Context: an optimization exercise on an open-source flow, tuned for small area, a short achievable clock period and few clock cycles. The choices shown serve that exercise and are no tape-out recipe.

old:
==> flow/design.v <==
module SQRT(
	RST,
	CLK,
	IN_VALID,
	IN,
	OUT_VALID,
	OUT
);
input CLK;
input RST;
input [15:0] IN;
input IN_VALID;
output [11:0] OUT;
output OUT_VALID;
reg [3:0] cnt;       
reg ovalid;
reg [13:0] r;        
reg [11:0] q;        
reg [11:0] x;         
assign OUT_VALID = ovalid;
assign OUT = q;
wire busy  = |cnt;
wire start = IN_VALID & ~busy;
wire last  = (cnt == 4'd11);
function [4:0] sqrt_first;
	input [3:0] v;
	reg [1:0] qq;
	reg [2:0] rr;
	reg [4:0] w;
	integer i;
	begin
		qq = 2'd0;
		rr = 3'd0;
		for (i = 1; i >= 0; i = i - 1) begin
			w = {rr, v[2*i+1], v[2*i]};
			if (w >= {1'b0, qq, 2'b01}) begin
				rr = w - {1'b0, qq, 2'b01};
				qq = {qq, 1'b1};
			end else begin
				rr = w[2:0];
				qq = {qq, 1'b0};
			end
		end
		sqrt_first = {qq, rr};
	end
endfunction
wire [4:0] first = sqrt_first(IN[15:12]);
wire        pos = ~r[13];
wire [14:0] a   = {r[12:0], x[11:10]};
wire [14:0] op  = {pos, q ^ {12{pos}}, 2'b11};
wire [14:0] sum = a + op;
wire        nb  = ~sum[14];
wire [11:0] qinc = q + 12'd1;
always @(posedge CLK or posedge RST) begin
	if (RST) begin
		cnt <= 4'd0;
		ovalid <= 1'b0;
	end else begin
		cnt <= start ? 4'd1 : (last ? 4'd0 : cnt + {3'd0, busy});
		ovalid <= last;
	end
end
always @(posedge CLK) begin
	if (start) begin
		r <= {11'd0, first[2:0]};
		q <= {10'd0, first[4:3]};
		x <= IN[11:0];
	end else begin
		r <= sum[13:0];
		q <= last ? (nb ? qinc : q) : {q[10:0], nb};
		x <= {x[9:0], 2'b00};
	end
end
endmodule
export LEC_CHECK = 0
export CAP_MARGIN = 20
export CORE_MARGIN = 2
export CORE_UTILIZATION = 40
export SETUP_SLACK_MARGIN = 2.3
export SLEW_MARGIN = 20
create_clock -name core_clock -period 5.0 [get_ports {CLK}]
standard.sh (not shown) runs the stock make flow with config.mk's settings and CLKGATE_MAP_FILE= SYNTH_SCRIPT=/design/flow/synth_recipe.tcl, a recipe that flattens the netlist after the stock synthesis.
==> flow/flow/run.sh <==
#!/bin/bash
set -euo pipefail
export BUFFER_PORTS_ARGS="-buffer_cell sky130_fd_sc_hd__buf_1"

bash standard.sh synth > standard_synth.log 2>&1

R=orfs/results/$FLOW_PLATFORM/SQRT/base
LIB=$FLOW_HOME/platforms/$FLOW_PLATFORM/lib/sky130_fd_sc_hd__tt_025C_1v80.lib
YOSYS=$(command -v yosys || echo $FLOW_HOME/../tools/install/yosys/bin/yosys)
cp $R/1_2_yosys.v standard_1_2_yosys.v

# sequential and tie cells stay as they are; everything else is re-mapped
SEQ=$(grep -o 'cell *( *"\?sky130_fd_sc_hd__[a-z0-9_]*' $LIB | grep -o 'sky130_fd_sc_hd__[a-z0-9_]*' \
      | grep -E '__(df|edf|sdf|sedf|dlx|dlr|dlclkp|sdlclkp|conb)' | tr '\n' ' ')
DU=$(grep -o 'sky130_fd_sc_hd__\(lpflow\|probe\)[a-z0-9_]*' $LIB | sort -u | sed 's/^/-dont_use /' | tr '\n' ' ')
cat > remap.ys <<EOT
read_liberty -ignore_miss_func $LIB
blackbox $SEQ
read_verilog standard_1_2_yosys.v
hierarchy -top $FLOW_TOP
flatten
rename -hide w:*.*
opt_clean
stat
abc -liberty $LIB -script flow/remap.abc $DU
splitnets
opt_clean -purge
hilomap -singleton -hicell sky130_fd_sc_hd__conb_1 HI -locell sky130_fd_sc_hd__conb_1 LO
insbuf -buf sky130_fd_sc_hd__buf_4 A X
stat -liberty $LIB
write_verilog -noattr -nohex -nodec remapped.v
EOT
$YOSYS -l remap.log remap.ys > /dev/null 2>&1
cp remapped.v $R/1_2_yosys.v

bash standard.sh > standard.log 2>&1
==> flow/flow/remap.abc <==
strash; dch; map -D 1600; topo; stime -c; buffer -c; upsize -c; dnsize -c; stime -c
## Diff of input files: new against old
==> flow/design.v <==
module SQRT(
	RST,
	CLK,
	IN_VALID,
	IN,
	OUT_VALID,
	OUT
);
input CLK;
input RST;
input [15:0] IN;
input IN_VALID;
output [11:0] OUT;
output OUT_VALID;
reg [3:0] cnt;       
reg ovalid;
reg [13:0] r;        
reg [11:0] q;        
reg [9:0] x;         
assign OUT_VALID = ovalid;
assign OUT = q;
wire busy  = |cnt;
wire start = IN_VALID & ~busy;
wire last  = (cnt == 4'd10);
wire [5:0] v = IN[15:10];
wire [7:1] ge;                   
assign ge[1] = v >= 6'd1;
assign ge[2] = v >= 6'd4;
assign ge[3] = v >= 6'd9;
assign ge[4] = v >= 6'd16;
assign ge[5] = v >= 6'd25;
assign ge[6] = v >= 6'd36;
assign ge[7] = v >= 6'd49;
wire [2:0] q3 = {ge[4], ge[2] & ~ge[4] | ge[6], ge[1] & ~ge[2] | ge[3] & ~ge[4] | ge[5] & ~ge[6] | ge[7]};
wire [3:0] r3 = ge[7] ? v - 6'd49 : ge[6] ? v - 6'd36 : ge[5] ? v - 6'd25 : ge[4] ? v - 6'd16 :
                ge[3] ? v - 6'd9 : ge[2] ? v - 6'd4 : ge[1] ? v - 6'd1 : v[3:0];
wire [6:0] first = {q3, r3};
wire        pos = ~r[13];
wire [15:0] a   = {r, x[9:8]};
wire [15:0] op  = {{2{pos}}, q ^ {12{pos}}, 2'b11};
wire [15:0] sum = a + op;
wire        nb  = ~sum[15];
wire [11:0] qinc = q + 12'd1;
always @(posedge CLK or posedge RST) begin
	if (RST) begin
		cnt <= 4'd0;
		ovalid <= 1'b0;
	end else begin
		cnt <= start ? 4'd1 : (last ? 4'd0 : cnt + {3'd0, busy});
		ovalid <= last;
	end
end
always @(posedge CLK) begin
	if (start) begin
		r <= {10'd0, first[3:0]};
		q <= {9'd0, first[6:4]};
		x <= IN[9:0];
	end else begin
		r <= sum[13:0];
		q <= last ? (nb ? qinc : q) : {q[10:0], nb};
		x <= {x[7:0], 2'b00};
	end
end
endmodule
## What came out
- Changes observed in new relative to old: global-route wire length before repair up 4.3%; layout overhead on the synthesized area went down.
- Wire length reported by the detailed router | new above old
- Multi-input logic portion of the cell area was higher in new than in old.
- Utilization old -> new: down
- In terms of clock skew, new and old differ only marginally.
Function was not checked in any run of this note: the RTL went through the layout flow alone.

SQRT, a different RTL version from the one above (not shown whole).
Size in the first run: ~300 cells after synthesis, about 41 flip-flops, about 0.0025 sq mm of cells after synthesis.
Design SQRT, start of the top module:
module SQRT(
	RST,
	CLK,
	IN_VALID,
	IN,
	OUT_VALID,
	OUT
);
==> module SQRT, before the edit <==
module SQRT(
	RST,
	CLK,
	IN_VALID,
	IN,
	OUT_VALID,
	OUT
);
input CLK;
input RST;
input [15:0] IN;
input IN_VALID;
output [11:0] OUT;
output OUT_VALID;
reg [3:0] cnt;       
reg ovalid;
reg [13:0] r;        
reg [11:0] q;        
reg [9:0] x;         
assign OUT_VALID = ovalid;
assign OUT = q;
wire busy  = |cnt;
wire start = IN_VALID & ~busy;
wire last  = (cnt == 4'd10);
function [6:0] sqrt_first;
	input [5:0] v;
	reg [2:0] qq;
	reg [3:0] rr;
	reg [5:0] w;
	integer i;
	begin
		qq = 3'd0;
		rr = 4'd0;
		for (i = 2; i >= 0; i = i - 1) begin
			w = {rr, v[2*i+1], v[2*i]};
			if (w >= {1'b0, qq, 2'b01}) begin
				rr = w - {1'b0, qq, 2'b01};
				qq = {qq, 1'b1};
			end else begin
				rr = w[3:0];
				qq = {qq, 1'b0};
			end
		end
		sqrt_first = {qq, rr};
	end
endfunction
wire [6:0] first = sqrt_first(IN[15:10]);
wire        pos = ~r[13];
wire [15:0] a   = {r, x[9:8]};
wire [15:0] op  = {{2{pos}}, q ^ {12{pos}}, 2'b11};
wire [15:0] sum = a + op;
wire        nb  = ~sum[15];
wire [11:0] qinc = q + 12'd1;
always @(posedge CLK or posedge RST) begin
	if (RST) begin
		cnt <= 4'd0;
		ovalid <= 1'b0;
	end else begin
		cnt <= start ? 4'd1 : (last ? 4'd0 : cnt + {3'd0, busy});
		ovalid <= last;
	end
end
always @(posedge CLK) begin
	if (start) begin
		r <= {10'd0, first[3:0]};
		q <= {9'd0, first[6:4]};
		x <= IN[9:0];
	end else begin
		r <= sum[13:0];
		q <= last ? (nb ? qinc : q) : {q[10:0], nb};
		x <= {x[7:0], 2'b00};
	end
end
endmodule
export LEC_CHECK = 0
export CAP_MARGIN = 20
export CORE_MARGIN = 2
export CORE_UTILIZATION = 40
export SETUP_SLACK_MARGIN = 2.4
export SLEW_MARGIN = 20
create_clock -name core_clock -period 5.0 [get_ports {CLK}]
run.sh (not shown) runs the stock make flow with config.mk's settings and CLKGATE_MAP_FILE= SYNTH_SCRIPT=/design/flow/synth_recipe.tcl, a recipe that flattens the netlist after the stock synthesis.
Stock flow here: none of the scripts above is used.
Next try:
==> flow/design.v (replaced) <==
module SQRT(
	RST,
	CLK,
	IN_VALID,
	IN,
	OUT_VALID,
	OUT
);
input CLK;
input RST;
input [15:0] IN;
input IN_VALID;
output [11:0] OUT;
output OUT_VALID;
reg [3:0] cnt;       
reg ovalid;
reg [13:0] r;        
reg [11:0] q;        
reg [7:0] x;         
assign OUT_VALID = ovalid;
assign OUT = q;
wire busy  = |cnt;
wire start = IN_VALID & ~busy;
wire last  = (cnt == 4'd9);
function [8:0] sqrt_first;
	input [7:0] v;
	reg [3:0] qq;
	reg [4:0] rr;
	reg [6:0] w;
	integer i;
	begin
		qq = 4'd0;
		rr = 5'd0;
		for (i = 3; i >= 0; i = i - 1) begin
			w = {rr, v[2*i+1], v[2*i]};
			if (w >= {1'b0, qq, 2'b01}) begin
				rr = w - {1'b0, qq, 2'b01};
				qq = {qq, 1'b1};
			end else begin
				rr = w[4:0];
				qq = {qq, 1'b0};
			end
		end
		sqrt_first = {qq, rr};
	end
endfunction
wire [8:0] first = sqrt_first(IN[15:8]);
wire        pos = ~r[13];
wire [15:0] a   = {r, x[7:6]};
wire [15:0] op  = {{2{pos}}, q ^ {12{pos}}, 2'b11};
wire [15:0] sum = a + op;
wire        nb  = ~sum[15];
wire [11:0] qinc = q + 12'd1;
always @(posedge CLK or posedge RST) begin
	if (RST) begin
		cnt <= 4'd0;
		ovalid <= 1'b0;
	end else begin
		cnt <= start ? 4'd1 : (last ? 4'd0 : cnt + {3'd0, busy});
		ovalid <= last;
	end
end
always @(posedge CLK) begin
	if (start) begin
		r <= {9'd0, first[4:0]};
		q <= {8'd0, first[8:5]};
		x <= IN[7:0];
	end else begin
		r <= sum[13:0];
		q <= last ? (nb ? qinc : q) : {q[10:0], nb};
		x <= {x[5:0], 2'b00};
	end
end
endmodule
Outcome:
- synthesized area rises by roughly a tenth
- non-clock buffer count rose by 8
- core utilization goes up by 0.81 points
- setup slack got worse by 1100 ps
- clock-buffer cell count rises by 2
- routed wire length is higher by a quarter to a third
- die area goes up by roughly a tenth
No functional check of the RTL was part of any run of this note.

Starting RTL as in the previous note.
export LEC_CHECK = 0
export CAP_MARGIN = 20
export CORE_MARGIN = 2
export CORE_UTILIZATION = 40
export SLEW_MARGIN = 20
create_clock -name core_clock -period 5.0 [get_ports {CLK}]
Then changed:
==> flow/design.v (replaced) <==
module SQRT(
	RST,
	CLK,
	IN_VALID,
	IN,
	OUT_VALID,
	OUT
);
input CLK;
input RST;
input [15:0] IN;
input IN_VALID;
output [11:0] OUT;
output OUT_VALID;
reg [3:0] cnt;       
reg ovalid;
reg [13:0] r;        
reg [11:0] q;        
reg [7:0] x;         
assign OUT_VALID = ovalid;
assign OUT = q;
wire busy  = |cnt;
wire start = IN_VALID & ~busy;
wire last  = (cnt == 4'd9);
function [8:0] sqrt8;
	input [7:0] v;
	reg [3:0] qq;
	reg [4:0] rr;
	reg [6:0] w;
	integer i;
	begin
		qq = 4'd0;
		rr = 5'd0;
		for (i = 3; i >= 0; i = i - 1) begin
			w = {rr, v[2*i+1], v[2*i]};
			if (w >= {1'b0, qq, 2'b01}) begin
				rr = w - {1'b0, qq, 2'b01};
				qq = {qq[2:0], 1'b1};
			end else begin
				rr = w[4:0];
				qq = {qq[2:0], 1'b0};
			end
		end
		sqrt8 = {qq, rr};
	end
endfunction
wire [8:0] first = sqrt8(IN[15:8]);
wire        pos = ~r[13];
wire [15:0] a   = {r, x[7:6]};
wire [15:0] op  = {{2{pos}}, q ^ {12{pos}}, 2'b11};
wire [15:0] sum = a + op;
wire        bit_ = ~sum[15];
always @(posedge CLK or posedge RST) begin
	if (RST) begin
		cnt <= 4'd0;
		ovalid <= 1'b0;
	end else begin
		cnt <= start ? 4'd1 : (last ? 4'd0 : cnt + {3'd0, busy});
		ovalid <= last;
	end
end
always @(posedge CLK) begin
	if (start) begin
		r <= {9'd0, first[4:0]};
		q <= {8'd0, first[8:5]};
		x <= IN[7:0];
	end else begin
		r <= sum[13:0];
		q <= last ? q + {11'd0, bit_} : {q[10:0], bit_};
		x <= {x[5:0], 2'b00};
	end
end
endmodule
Final area went up by roughly a tenth.
Setup slack degrades by 1.1 ns.
Core utilization went up by 0.43 points.
Clock-buffer cell count went up by 3.
Wire length went up by a little under a tenth.
Global-route usage went down by 0.43 points.
Flip-flop and latch count went down by 2.
Non-clock buffer count went up by 13.
First-iteration DRC count went down by a little under a tenth.
Function was not checked in any run of this note: the RTL went through the layout flow alone.

SQRT with an RTL version that a note above also has.
Size: roughly 300 cells after synthesis, about 2500 µm² of cells after synthesis.
==> module SQRT, before the edit <==
module SQRT(
	RST,
	CLK,
	IN_VALID,
	IN,
	OUT_VALID,
	OUT
);
input CLK;
input RST;
input [15:0] IN;
input IN_VALID;
output [11:0] OUT;
output OUT_VALID;
reg [3:0] cnt;       
reg ovalid;
reg [13:0] r;        
reg [11:0] q;        
reg [11:0] x;         
assign OUT_VALID = ovalid;
assign OUT = q;
wire busy  = |cnt;
wire start = IN_VALID & ~busy;
wire last  = (cnt == 4'd11);
function [4:0] sqrt_first;
	input [3:0] v;
	reg [1:0] qq;
	reg [2:0] rr;
	reg [4:0] w;
	integer i;
	begin
		qq = 2'd0;
		rr = 3'd0;
		for (i = 1; i >= 0; i = i - 1) begin
			w = {rr, v[2*i+1], v[2*i]};
			if (w >= {1'b0, qq, 2'b01}) begin
				rr = w - {1'b0, qq, 2'b01};
				qq = {qq, 1'b1};
			end else begin
				rr = w[2:0];
				qq = {qq, 1'b0};
			end
		end
		sqrt_first = {qq, rr};
	end
endfunction
wire [4:0] first = sqrt_first(IN[15:12]);
wire        pos = ~r[13];
wire [14:0] a   = {r[12:0], x[11:10]};
wire [14:0] op  = {pos, q ^ {12{pos}}, 2'b11};
wire [14:0] sum = a + op;
wire        nb  = ~sum[14];
wire [11:0] qinc = q + 12'd1;
always @(posedge CLK or posedge RST) begin
	if (RST) begin
		cnt <= 4'd0;
		ovalid <= 1'b0;
	end else begin
		cnt <= start ? 4'd1 : (last ? 4'd0 : cnt + {3'd0, busy});
		ovalid <= last;
	end
end
always @(posedge CLK) begin
	if (start) begin
		r <= {11'd0, first[2:0]};
		q <= {10'd0, first[4:3]};
		x <= IN[11:0];
	end else begin
		r <= sum[13:0];
		q <= last ? (nb ? qinc : q) : {q[10:0], nb};
		x <= {x[9:0], 2'b00};
	end
end
endmodule
export LEC_CHECK = 0
export CAP_MARGIN = 20
export CORE_MARGIN = 2
export CORE_UTILIZATION = 40
export SETUP_SLACK_MARGIN = 2.3
export SLEW_MARGIN = 20
create_clock -name core_clock -period 5.0 [get_ports {CLK}]
standard.sh (not shown) runs the stock make flow with config.mk's settings and CLKGATE_MAP_FILE= SYNTH_SCRIPT=/design/flow/synth_recipe.tcl, a recipe that flattens the netlist after the stock synthesis.
==> flow/flow/run.sh <==
#!/bin/bash
set -o pipefail
export BUFFER_PORTS_ARGS="-buffer_cell sky130_fd_sc_hd__buf_1"
bash standard.sh > standard.log 2>&1
Next try:
==> flow/design.v (replaced) <==
module SQRT(
	RST,
	CLK,
	IN_VALID,
	IN,
	OUT_VALID,
	OUT
);
input CLK;
input RST;
input [15:0] IN;
input IN_VALID;
output [11:0] OUT;
output OUT_VALID;
reg [3:0] cnt;       
reg ovalid;
reg [13:0] r;        
reg [11:0] q;        
reg [11:0] x;        
reg rb;              
assign OUT_VALID = ovalid;
assign OUT = q;
wire busy  = |cnt;
wire start = IN_VALID & ~busy;
wire lastb = (cnt == 4'd11);    
wire rnd   = (cnt == 4'd12);    
function [4:0] sqrt_first;
	input [3:0] v;
	reg [1:0] qq;
	reg [2:0] rr;
	reg [4:0] w;
	integer i;
	begin
		qq = 2'd0;
		rr = 3'd0;
		for (i = 1; i >= 0; i = i - 1) begin
			w = {rr, v[2*i+1], v[2*i]};
			if (w >= {1'b0, qq, 2'b01}) begin
				rr = w - {1'b0, qq, 2'b01};
				qq = {qq, 1'b1};
			end else begin
				rr = w[2:0];
				qq = {qq, 1'b0};
			end
		end
		sqrt_first = {qq, rr};
	end
endfunction
wire [4:0] first = sqrt_first(IN[15:12]);
wire [1:0] q2 = first[4:3];
wire [2:0] r2 = first[2:0];
wire        pos = ~r[13];
wire [15:0] a   = {r, x[11:10]};
wire [15:0] op  = {{2{pos}}, q ^ {12{pos}}, 2'b11};
wire [15:0] sum = a + op;
wire        nb  = ~sum[15];
always @(posedge CLK or posedge RST) begin
	if (RST) begin
		cnt <= 4'd0;
		ovalid <= 1'b0;
	end else begin
		cnt <= start ? 4'd1 : (rnd ? 4'd0 : cnt + {3'd0, busy});
		ovalid <= rnd;
	end
end
always @(posedge CLK) begin
	if (start) begin
		r <= {11'd0, r2};
		q <= {10'd0, q2};
		x <= IN[11:0];
	end else begin
		r <= sum[13:0];
		q <= rnd ? q + {11'd0, rb} : (lastb ? q : {q[10:0], nb});
		x <= {x[9:0], 2'b00};
	end
	rb <= nb;
end
endmodule
Effect:
- final area is lower by a few percent
- synthesized area climbs by a few percent
- critical path depth falls by 2
- routed wire length falls by a few percent
- hold slack is about the same
- setup slack gets better by 0.42 ns
Function was not checked in any run of this note: the RTL went through the layout flow alone.

-- what the ideal ports hide --
The results above use ideal ports. As a check the final layouts listed here were re-extracted and re-timed, cells and wires unchanged.
Step 1 (the two cells are an assumption about what drives the block):
set clk [get_ports {CLK}]
set_driving_cell -lib_cell sky130_fd_sc_hd__clkbuf_16 $clk
set_driving_cell -lib_cell sky130_fd_sc_hd__buf_2 [delete_from_list [all_inputs] $clk]
Step 2 also shifts input and output timing later by t, the mid clock arrival at the registers, as if the neighbouring blocks saw the same clock.
a / b / c = ideal ports / drivers / drivers and shift; a / b = the first two.
run	t (ns)	slack for setup (ns)	cell pins on the clock port's net
old	0.329	2.534 / 2.534 / 2.443	1
new	0.325	2.513 / 2.522 / 2.197	1
the first run of note 2	0.320	2.346 / 2.329 / 2.009	1
the second run of note 2	0.318	1.206 / 1.172 / 0.854	1
the first run of note 3	0.329	1.488 / 1.494 / 1.165	1
the second run of note 3	0.318	0.388 / 0.395 / 0.078	1
the first run of note 4	0.328	2.232 / 2.232 / 2.232	1
the second run of note 4	0.324	2.649 / 2.649 / 2.340	1
After both steps every run listed still meets setup and hold. For the second run of note 2, which loses most, drivers alone change the setup slack by -0.034 ns; drivers and shift together by -0.352 ns.
